Context: an optimization exercise on an open-source flow, tuned for a short achievable clock period and few clock cycles. The choices shown serve that exercise and are no tape-out recipe.
Function was checked by simulation only, so behaviour that the tests miss may differ from the original.
Power and IR drop assume default switching activity.

$ cat flow/config.mk
export PLATFORM = sky130hd
export DESIGN_NAME = core
export DESIGN_NICKNAME = core
export VERILOG_FILES = /design/flow/design.v
export SDC_FILE = /design/flow/constraint.sdc
export NUM_CORES = 4
export LEC_CHECK = 0
export CAP_MARGIN = 20
export CORE_MARGIN = 2
export CORE_UTILIZATION = 40
export PLACE_DENSITY = 0.6
export SLEW_MARGIN = 20
$ cat flow/constraint.sdc
create_clock -name core_clock -period 10.0 [get_ports {clk}]
set_input_delay 2.0000 -clock core_clock [delete_from_list [all_inputs] [get_ports {clk}]]
set_output_delay 2.0000 -clock core_clock [all_outputs]
set_load 0.01 [all_outputs]
$ cat flow/design.v
module core(
    input  logic        clk,
    input  logic        reset,
    input  logic [31:0] reset_pc,
    output logic        imem_valid,
    output logic [31:0] imem_addr,
    input  logic        imem_ready,
    input  logic        imem_rvalid,
    input  logic [31:0] imem_rdata,
    output logic        dmem_valid,
    output logic [31:0] dmem_addr,
    output logic [31:0] dmem_wdata,
    output logic [3:0]  dmem_rmask,
    output logic [3:0]  dmem_wmask,
    input  logic        dmem_ready,
    input  logic        dmem_rvalid,
    input  logic [31:0] dmem_rdata
);
    logic [31:0] pc_f;       
    logic [31:0] pc_dn;      
    logic [1:0]  out_cnt;    
    logic [1:0]  disc_cnt;   
    logic [1:0]  fq_cnt;     
    logic [31:0] fq0, fq1;
    logic        e_valid;
    logic [31:0] e_pc, e_link, e_imm, e_a, e_b;
    logic        e_fa_m, e_fa_w, e_fb_m, e_fb_w;
    logic        e_use_imm, e_sub, e_alt;
    logic [2:0]  e_f3;
    logic        e_is_load, e_is_store, e_is_br, e_is_jal, e_is_jalr;
    logic        e_sel_add, e_sel_sll, e_sel_slt, e_sel_sltu, e_sel_xor,
                 e_sel_sr, e_sel_or, e_sel_and, e_sel_pcimm, e_sel_link;
    logic [4:0]  e_rd;
    logic        e_wen;
    logic        m_valid;
    logic [31:0] m_res, m_wdata;
    logic [3:0]  m_rmask, m_wmask;
    logic        m_is_load, m_mem, m_issued;
    logic [4:0]  m_rd;
    logic        m_wen;
    logic [2:0]  m_f3;
    logic        w_valid;
    logic [31:0] w_res;
    logic        w_is_load, w_mem;
    logic [4:0]  w_rd;
    logic        w_wen;
    logic [2:0]  w_f3;
    logic [31:0] rf [1:31];
    logic w_done, m_go, hazard, d_go, take, redirect;
    logic [31:0] target;
    assign w_done = !w_valid || !w_mem || dmem_rvalid;
    assign m_go   = (!m_valid || !m_mem || m_issued || dmem_ready) && w_done;
    logic f_acc, resp_ok, d_avail;
    logic [31:0] d_inst;
    assign imem_addr  = pc_f;
    assign imem_valid = ({1'b0, out_cnt} + {1'b0, fq_cnt}) < 3'd2;
    assign f_acc      = imem_valid && imem_ready;
    assign resp_ok    = imem_rvalid && (disc_cnt == 2'd0);
    assign d_inst     = (fq_cnt != 2'd0) ? fq0 : imem_rdata;
    assign d_avail    = (fq_cnt != 2'd0) || resp_ok;
    assign take       = d_avail && d_go && !redirect;
    logic [1:0] out_next;
    assign out_next = out_cnt + {1'b0, f_acc} - {1'b0, imem_rvalid};
    always_ff @(posedge clk) begin
        if (reset) begin
            pc_f     <= reset_pc;
            pc_dn    <= reset_pc;
            out_cnt  <= 2'd0;
            disc_cnt <= 2'd0;
            fq_cnt   <= 2'd0;
        end else begin
            out_cnt <= out_next;
            if (redirect) begin
                pc_f     <= target;
                pc_dn    <= target;
                disc_cnt <= out_next;
                fq_cnt   <= 2'd0;
            end else begin
                if (f_acc) pc_f <= pc_f + 32'd4;
                if (take) pc_dn <= pc_dn + 32'd4;
                if (imem_rvalid && disc_cnt != 2'd0) disc_cnt <= disc_cnt - 2'd1;
                case (fq_cnt)
                    2'd0: if (resp_ok && !take) begin
                        fq0 <= imem_rdata; fq_cnt <= 2'd1;
                    end
                    2'd1: begin
                        if (take && resp_ok) fq0 <= imem_rdata;
                        else if (take) fq_cnt <= 2'd0;
                        else if (resp_ok) begin fq1 <= imem_rdata; fq_cnt <= 2'd2; end
                    end
                    default: begin
                        if (take) begin
                            fq0 <= fq1;
                            if (resp_ok) fq1 <= imem_rdata;
                            else fq_cnt <= 2'd1;
                        end
                    end
                endcase
            end
        end
    end
    logic [4:0] d_op, d_rs1, d_rs2, d_rd;
    logic [2:0] d_f3;
    logic d_is_lui, d_is_auipc, d_is_jal, d_is_jalr, d_is_br, d_is_load,
          d_is_store, d_is_opi, d_is_op, d_wen, d_use1, d_use2;
    logic [31:0] d_imm, d_ra, d_rb;
    assign d_op  = d_inst[6:2];
    assign d_f3  = d_inst[14:12];
    assign d_rs1 = d_inst[19:15];
    assign d_rs2 = d_inst[24:20];
    assign d_rd  = d_inst[11:7];
    assign d_is_load  = d_op == 5'b00000;
    assign d_is_store = d_op == 5'b01000;
    assign d_is_op    = d_op == 5'b01100;
    assign d_is_opi   = d_op == 5'b00100;
    assign d_is_auipc = d_op == 5'b00101;
    assign d_is_lui   = d_op == 5'b01101;
    assign d_is_jal   = d_op == 5'b11011;
    assign d_is_jalr  = d_op == 5'b11001;
    assign d_is_br    = d_op == 5'b11000;
    assign d_wen  = (d_is_load || d_is_op || d_is_opi || d_is_auipc || d_is_lui ||
                     d_is_jal || d_is_jalr) && (d_rd != 5'd0);
    assign d_use1 = d_is_load || d_is_store || d_is_op || d_is_opi || d_is_jalr || d_is_br;
    assign d_use2 = d_is_store || d_is_op || d_is_br;
    always_comb begin
        if (d_is_store)
            d_imm = {{21{d_inst[31]}}, d_inst[30:25], d_inst[11:7]};
        else if (d_is_br)
            d_imm = {{20{d_inst[31]}}, d_inst[7], d_inst[30:25], d_inst[11:8], 1'b0};
        else if (d_is_lui || d_is_auipc)
            d_imm = {d_inst[31:12], 12'b0};
        else if (d_is_jal)
            d_imm = {{12{d_inst[31]}}, d_inst[19:12], d_inst[20], d_inst[30:21], 1'b0};
        else
            d_imm = {{21{d_inst[31]}}, d_inst[30:20]};
    end
    logic [31:0] w_ld_sh, w_ld, w_wd;
    assign w_ld_sh = dmem_rdata >> {w_res[1:0], 3'b000};
    always_comb begin
        case (w_f3)
            3'b000:  w_ld = {{24{w_ld_sh[7]}}, w_ld_sh[7:0]};
            3'b001:  w_ld = {{16{w_ld_sh[15]}}, w_ld_sh[15:0]};
            3'b100:  w_ld = {24'b0, w_ld_sh[7:0]};
            3'b101:  w_ld = {16'b0, w_ld_sh[15:0]};
            default: w_ld = w_ld_sh;
        endcase
    end
    assign w_wd = w_is_load ? w_ld : w_res;
    always_comb begin
        if (w_valid && w_wen && w_rd == d_rs1) d_ra = w_wd;
        else if (d_rs1 == 5'd0) d_ra = 32'b0;
        else d_ra = rf[d_rs1];
        if (w_valid && w_wen && w_rd == d_rs2) d_rb = w_wd;
        else if (d_rs2 == 5'd0) d_rb = 32'b0;
        else d_rb = rf[d_rs2];
    end
    logic d_fa_m, d_fa_w, d_fb_m, d_fb_w;
    assign d_fa_m = d_use1 && e_valid && e_wen && e_rd == d_rs1;
    assign d_fa_w = d_use1 && m_valid && m_wen && m_rd == d_rs1 && !d_fa_m;
    assign d_fb_m = d_use2 && e_valid && e_wen && e_rd == d_rs2;
    assign d_fb_w = d_use2 && m_valid && m_wen && m_rd == d_rs2 && !d_fb_m;
    assign hazard = (e_valid && e_is_load && e_wen &&
                     ((d_use1 && e_rd == d_rs1) || (d_use2 && e_rd == d_rs2))) ||
                    (m_valid && m_is_load && m_wen &&
                     ((d_use1 && m_rd == d_rs1) || (d_use2 && m_rd == d_rs2)));
    assign d_go = m_go && !hazard;
    logic [31:0] fa, fb, opb, sum, sll_r, res;
    logic [32:0] sr_r;
    logic eq, ltu, lt, cond, taken;
    assign fa  = e_fa_m ? m_res : (e_fa_w ? w_res : e_a);
    assign fb  = e_fb_m ? m_res : (e_fb_w ? w_res : e_b);
    assign opb = e_use_imm ? e_imm : fb;
    assign sum = fa + (e_sub ? ~opb : opb) + {31'b0, e_sub};
    assign eq  = fa == opb;
    assign ltu = fa < opb;
    assign lt  = (fa[31] ^ opb[31]) ? fa[31] : ltu;
    assign sll_r = fa << opb[4:0];
    assign sr_r  = $signed({e_alt & fa[31], fa}) >>> opb[4:0];
    assign res = ({32{e_sel_add}}   & sum)
               | ({32{e_sel_sll}}   & sll_r)
               | ({32{e_sel_slt}}   & {31'b0, lt})
               | ({32{e_sel_sltu}}  & {31'b0, ltu})
               | ({32{e_sel_xor}}   & (fa ^ opb))
               | ({32{e_sel_sr}}    & sr_r[31:0])
               | ({32{e_sel_or}}    & (fa | opb))
               | ({32{e_sel_and}}   & (fa & opb))
               | ({32{e_sel_pcimm}} & (e_pc + e_imm))
               | ({32{e_sel_link}}  & e_link);
    always_comb begin
        case (e_f3)
            3'b000:  cond = eq;
            3'b001:  cond = !eq;
            3'b100:  cond = lt;
            3'b101:  cond = !lt;
            3'b110:  cond = ltu;
            3'b111:  cond = !ltu;
            default: cond = 1'b0;
        endcase
    end
    assign taken    = e_valid && (e_is_jal || e_is_jalr || (e_is_br && cond));
    assign redirect = taken && m_go;
    assign target   = e_is_jalr ? {sum[31:1], 1'b0} : (e_pc + e_imm);
    logic [3:0] e_lanes;
    always_comb begin
        case (e_f3[1:0])
            2'b00:   e_lanes = 4'b0001 << sum[1:0];
            2'b01:   e_lanes = 4'b0011 << sum[1:0];
            default: e_lanes = 4'b1111;
        endcase
    end
    assign dmem_valid = m_valid && m_mem && !m_issued;
    assign dmem_addr  = m_res;
    assign dmem_wdata = m_wdata;
    assign dmem_rmask = m_rmask;
    assign dmem_wmask = m_wmask;
    always_ff @(posedge clk) begin
        if (reset) begin
            e_valid <= 1'b0;
        end else if (m_go) begin
            e_valid <= take;
        end
        if (m_go) begin
            e_pc      <= pc_dn;
            e_link    <= pc_dn + 32'd4;
            e_imm     <= d_imm;
            e_a       <= d_is_lui ? 32'b0 : d_ra;
            e_b       <= d_rb;
            e_fa_m    <= d_fa_m;
            e_fa_w    <= d_fa_w;
            e_fb_m    <= d_fb_m;
            e_fb_w    <= d_fb_w;
            e_use_imm <= !(d_is_op || d_is_br);
            e_sub     <= d_is_op && d_inst[30] && d_f3 == 3'b000;
            e_alt     <= d_inst[30];
            e_f3      <= d_f3;
            e_is_load <= d_is_load;
            e_is_store<= d_is_store;
            e_is_br   <= d_is_br;
            e_is_jal  <= d_is_jal;
            e_is_jalr <= d_is_jalr;
            e_sel_add <= ((d_is_op || d_is_opi) && d_f3 == 3'b000) || d_is_lui ||
                         d_is_load || d_is_store;
            e_sel_sll <= (d_is_op || d_is_opi) && d_f3 == 3'b001;
            e_sel_slt <= (d_is_op || d_is_opi) && d_f3 == 3'b010;
            e_sel_sltu<= (d_is_op || d_is_opi) && d_f3 == 3'b011;
            e_sel_xor <= (d_is_op || d_is_opi) && d_f3 == 3'b100;
            e_sel_sr  <= (d_is_op || d_is_opi) && d_f3 == 3'b101;
            e_sel_or  <= (d_is_op || d_is_opi) && d_f3 == 3'b110;
            e_sel_and <= (d_is_op || d_is_opi) && d_f3 == 3'b111;
            e_sel_pcimm <= d_is_auipc;
            e_sel_link  <= d_is_jal || d_is_jalr;
            e_rd      <= d_rd;
            e_wen     <= d_wen;
        end else begin
            e_a    <= fa;
            e_b    <= fb;
            e_fa_m <= 1'b0;
            e_fa_w <= 1'b0;
            e_fb_m <= 1'b0;
            e_fb_w <= 1'b0;
        end
    end
    always_ff @(posedge clk) begin
        if (reset) begin
            m_valid  <= 1'b0;
            m_issued <= 1'b0;
        end else if (m_go) begin
            m_valid  <= e_valid;
            m_issued <= 1'b0;
        end else if (dmem_valid && dmem_ready) begin
            m_issued <= 1'b1;
        end
        if (m_go) begin
            m_res     <= res;
            m_wdata   <= fb << {sum[1:0], 3'b000};
            m_rmask   <= e_is_load ? e_lanes : 4'b0;
            m_wmask   <= e_is_store ? e_lanes : 4'b0;
            m_is_load <= e_is_load;
            m_mem     <= e_is_load || e_is_store;
            m_rd      <= e_rd;
            m_wen     <= e_wen;
            m_f3      <= e_f3;
        end
    end
    always_ff @(posedge clk) begin
        if (reset) begin
            w_valid <= 1'b0;
        end else if (m_valid && m_go) begin
            w_valid <= 1'b1;
        end else if (w_done) begin
            w_valid <= 1'b0;
        end
        if (m_valid && m_go) begin
            w_res     <= m_res;
            w_is_load <= m_is_load;
            w_mem     <= m_mem;
            w_rd      <= m_rd;
            w_wen     <= m_wen;
            w_f3      <= m_f3;
        end
    end
    always_ff @(posedge clk) begin
        if (w_valid && w_wen && w_done)
            rf[w_rd] <= w_wd;
    end
endmodule
$ cat flow/run.sh
#!/bin/bash
# synth_recipe.tcl (not shown) runs the flow's synth.tcl, then flattens the netlist and writes it again
# the make line also repeats each setting of config.mk as NAME=value (left out here)
make -C /OpenROAD-flow-scripts/flow DESIGN_CONFIG=/design/flow/config.mk WORK_HOME=/design/flow/orfs CLKGATE_MAP_FILE= SYNTH_SCRIPT=/design/flow/synth_recipe.tcl finish
==> metrics.cfg <==
[power]
irDropWorstVdd_v=0.0002171
p_leak_nw=32.59
powerDensity_nw_per_um2=338.1

[synth]
synth-seq-cells=1439
synth_edf_count=1361
synth-main-ff-cell=edfxtp_1
synth_top_family_by_area=compound AO/OA/AOI/OAI gates
syn_area_sq_um=80000
yosys.area_share.simple=0.1369
synth_compound_area_frac=0.1531
async_flop_share=0
synthesis.nets=7668
yosysSeqAreaShare=0.5304
synth_mux_area_frac=0.09977
netlist_instances=7401
syn_avg_cell_area_sq_um=10.81
yosysWarnings=1
synth_xor_area_frac=0.01861
synth_fa_ha_area_frac=0.02609
ys_types=97

[floorplan]
initial_core_util=0.4015
die_area_sq_um=203600
core_area_sq_um=199200
die_w_um=451.2
die_h_um=451.2
io_pins=208
rows=164

[setup_path]
worstRegToRegCells=18
rrSetupSlack_ps=2830
r2r-end=fq1[24]$_DFFE_PP_
worstPathMaxFanout=30
worstPathArrival_ps=7630
crit_type=reg -> reg
reg2reg_from=e_fb_w$_SDFF_PN0_
cp-end-kind=flip-flop
start_kind=flip-flop
required_ps=10460

[sta]
fin_crit_ps=7165
tightest_slew_ps=1240
report.final.slew_viol_count=0
slew_headroom=0.1734
layout_setup_ws_ps=2835
fmax_mhz=139.6
period_share=0.7165
finalClockSkew_ps=48.66
finalSetupViolCount=0
rsz0062_at_grt=no
setup-tns-final_ps=0
hold_ws_ps=439.5
hold_viol=0

[route]
vias=64686
drt_iter0_drc=8494
wl_per_cell_um=29.76
drtAntennaViolNets=0
wl_um=301900
post-route-drc-count=0
via_per_inst=6.376
firstDrtPassIters=6

[clocking]
cts_hold_buf=0
cts_buffer_depth=3
cts_tree=built
cts.sinks=1439
cts_setup_buffers=0
clock-root-buffer=clkbuf_16
cts.clk_slew.worst_paths_ps=60
clock_latency_ps=850
cts_inserted_buffers=157
h-tree-depth=4
cts_resized=0

[flow_run]
max_cap_viol_count=0

[worst_hold_path]
min_path_cells=0
holdPathEnd=w_f3[0]$_DFFE_PP_
worstHoldStart=m_f3[0]$_DFFE_PP_
hp-class=reg -> reg

[place]
place_ws_ps=2971
port_buffers=205
gp_congestion=0.9808
dp_hpwl_um=189500

[grt]
grt_overflow=0
grt_pass1_vias=61912
antenna_found_initial=21
grt_pass1_wl_um=431800
grt_max_degree=136
grt.total_usage=0.2873

[cells_and_area]
area_delta_synth_final_pct=13.06
final_cell_mix=edfxtp_1 (1361), nand2_1 (1301), mux2i_1 (543), a21oi_1 (415), nor2_1 (331)
fill_cells=18163
final_util=0.4540
final_common_cell=edfxtp_1
drive_above_1_share=0.09631
num-nets-final=7626

[status]
status=finished clean

## kinds of logic after synthesis
logic type	Yosys count
flip-flops	1439
AND/OR/NAND/NOR	2478
AO/OA/AOI/OAI	1725
XOR/XNOR	170
multiplexers	704
buffers and inverters	720
adder cells (fa/ha/maj)	165
## cell usage after synthesis, types with 17 or more instances
cell,n,area (sq um)
a211oi_1,299,2245
a21o_1,28,210.2
a21oi_1,424,2122
a221o_1,23,230.2
a221oi_1,17,148.9
a2bb2oi_1,67,586.8
a311oi_1,327,2864
a31oi_1,80,500.5
and2_1,38,237.7
and3_1,224,1401
buf_1,63,236.5
buf_2,61,305.3
clkbuf_1,476,1787
dfxtp_1,78,1562
edfxtp_1,1361,40870
ha_1,162,2027
inv_1,109,409.1
mux2_2,90,1013
mux2i_1,547,5475
mux4_2,65,1464
nand2_1,1305,4898
nand2b_1,24,150.1
nand3_1,328,1642
nand4_1,40,250.2
nor2_1,374,1404
nor2b_1,23,143.9
nor3_1,41,205.2
o211ai_1,59,442.9
o21a_1,21,157.7
o21ai_0,129,645.6
o22ai_1,55,344.1
xnor2_1,115,1007
xor2_1,55,481.7
## per-stage QoR
stage	instance area [sq um]	std cells	total power (W)
floorplan	80000	7401	0.01834
global placement	85230	9855	0.02412
detailed placement	85230	9855	0.02426
CTS	90410	10141	0.03014
global route	90440	10143	0.03177
finish	90450	10146	0.03058
## metal layers
layer  GRT usage  vias up  routed length, um
met1      0.3795    31784             118000
met3     0.07001      805              33490
met4      0.1464       16              16780
met2      0.4383     3963             133500
li1            -    28118                  -
met5           0        -                118
## sequential cells by signal (all words and copies together) (netlist names), 3 cells and up
name     flops
rf         992
e_a         32
e_b         32
e_imm       32
e_pc        32
m_res       32
m_wdata     32
w_res       32
pc_dn       31
pc_f        31
e_link      30
fq0         30
fq1         30
e_rd         5
m_rd         5
w_rd         5
m_rmask      4
m_wmask      4
e_f3         3
m_f3         3
w_f3         3
## how the worst max path moves through the flow
| stage | from | end |
|---|---|---|
| 3_3_place_gp | e_fb_w$_SDFF_PN0_ | fq1[16]$_DFFE_PP_ |
| 3_5_place_dp | e_fb_w$_SDFF_PN0_ | fq1[16]$_DFFE_PP_ |
| 4_1_cts | e_fb_w$_SDFF_PN0_ | fq1[24]$_DFFE_PP_ |
| 6_report | e_fb_w$_SDFF_PN0_ | fq1[24]$_DFFE_PP_ |
| 2_1_floorplan | dmem_rvalid | e_a[30]$_DFF_P_ |
| 5_1_grt | e_fb_w$_SDFF_PN0_ | fq1[24]$_DFFE_PP_ |
## cell type report
type,instances,area (sq um),area share
Sequential cell,1439,42440,0.4692
Multi-Input combinational cell,5242,35310,0.3903
Tap cell,2656,3323,0.03674
Inverter,114,430.4,0.004759
Antenna cell,4,10.01,0.0001107
Clock inverter,90,1030,0.01138
Timing Repair Buffer,405,3769,0.04166
Clock buffer,196,4145,0.04583
## report_power, final
| group | total, W | switching [W] | internal, W |
|---|---|---|---|
| combinational | 0.0163 | 0.0110 | 0.00531 |
| clock | 0.00589 | 0.00258 | 0.00331 |
| sequential | 0.00837 | 0.000588 | 0.00778 |
## worst max-delay path, cell delays in order, from the launching register on
cell,delay [ps]
dfxtp_2,680
buf_4,400
mux2i_1,220
nor2_1,50
a21oi_1,390
nor2_1,80
a21oi_1,350
ha_1,330
nor4bb_1,730
nand4_1,670
nor4_1,660
a21o_1,190
nand3_1,140
a221o_1,290
buf_4,250
a21oi_4,410
inv_4,250
nor3_4,220
buf_4,400
Testbench counts, summed over its fixed seeds: cycles 16,467.

## port drivers added, routing unchanged
The results above use ideal ports. As a check the final layout listed here was re-extracted and re-timed, cells and wires unchanged. Step 1 (the two cells are an assumption about what drives the block):
set clk [get_ports {clk}]
set_driving_cell -lib_cell sky130_fd_sc_hd__clkbuf_16 $clk
set_driving_cell -lib_cell sky130_fd_sc_hd__buf_2 [delete_from_list [all_inputs] $clk]
Step 2 adds t to the input delays and takes it off the output delays; t is the mean of the earliest and latest rising clock arrival at the registers after step 1. Input paths then give back, and output paths get back, about the clock's delay inside the block. a / b / c = ideal ports / drivers / drivers and shift; a / b = the first two.
t, ns: 0.921
setup slack, ns: 2.835 / 2.835 / 2.835
hold WS [ns]: 0.440 / 0.440 / 0.440
After both steps setup and hold are still met in this run. The setup slack of this run moves by 0.000 ns with the drivers and by 0.000 ns with both steps.
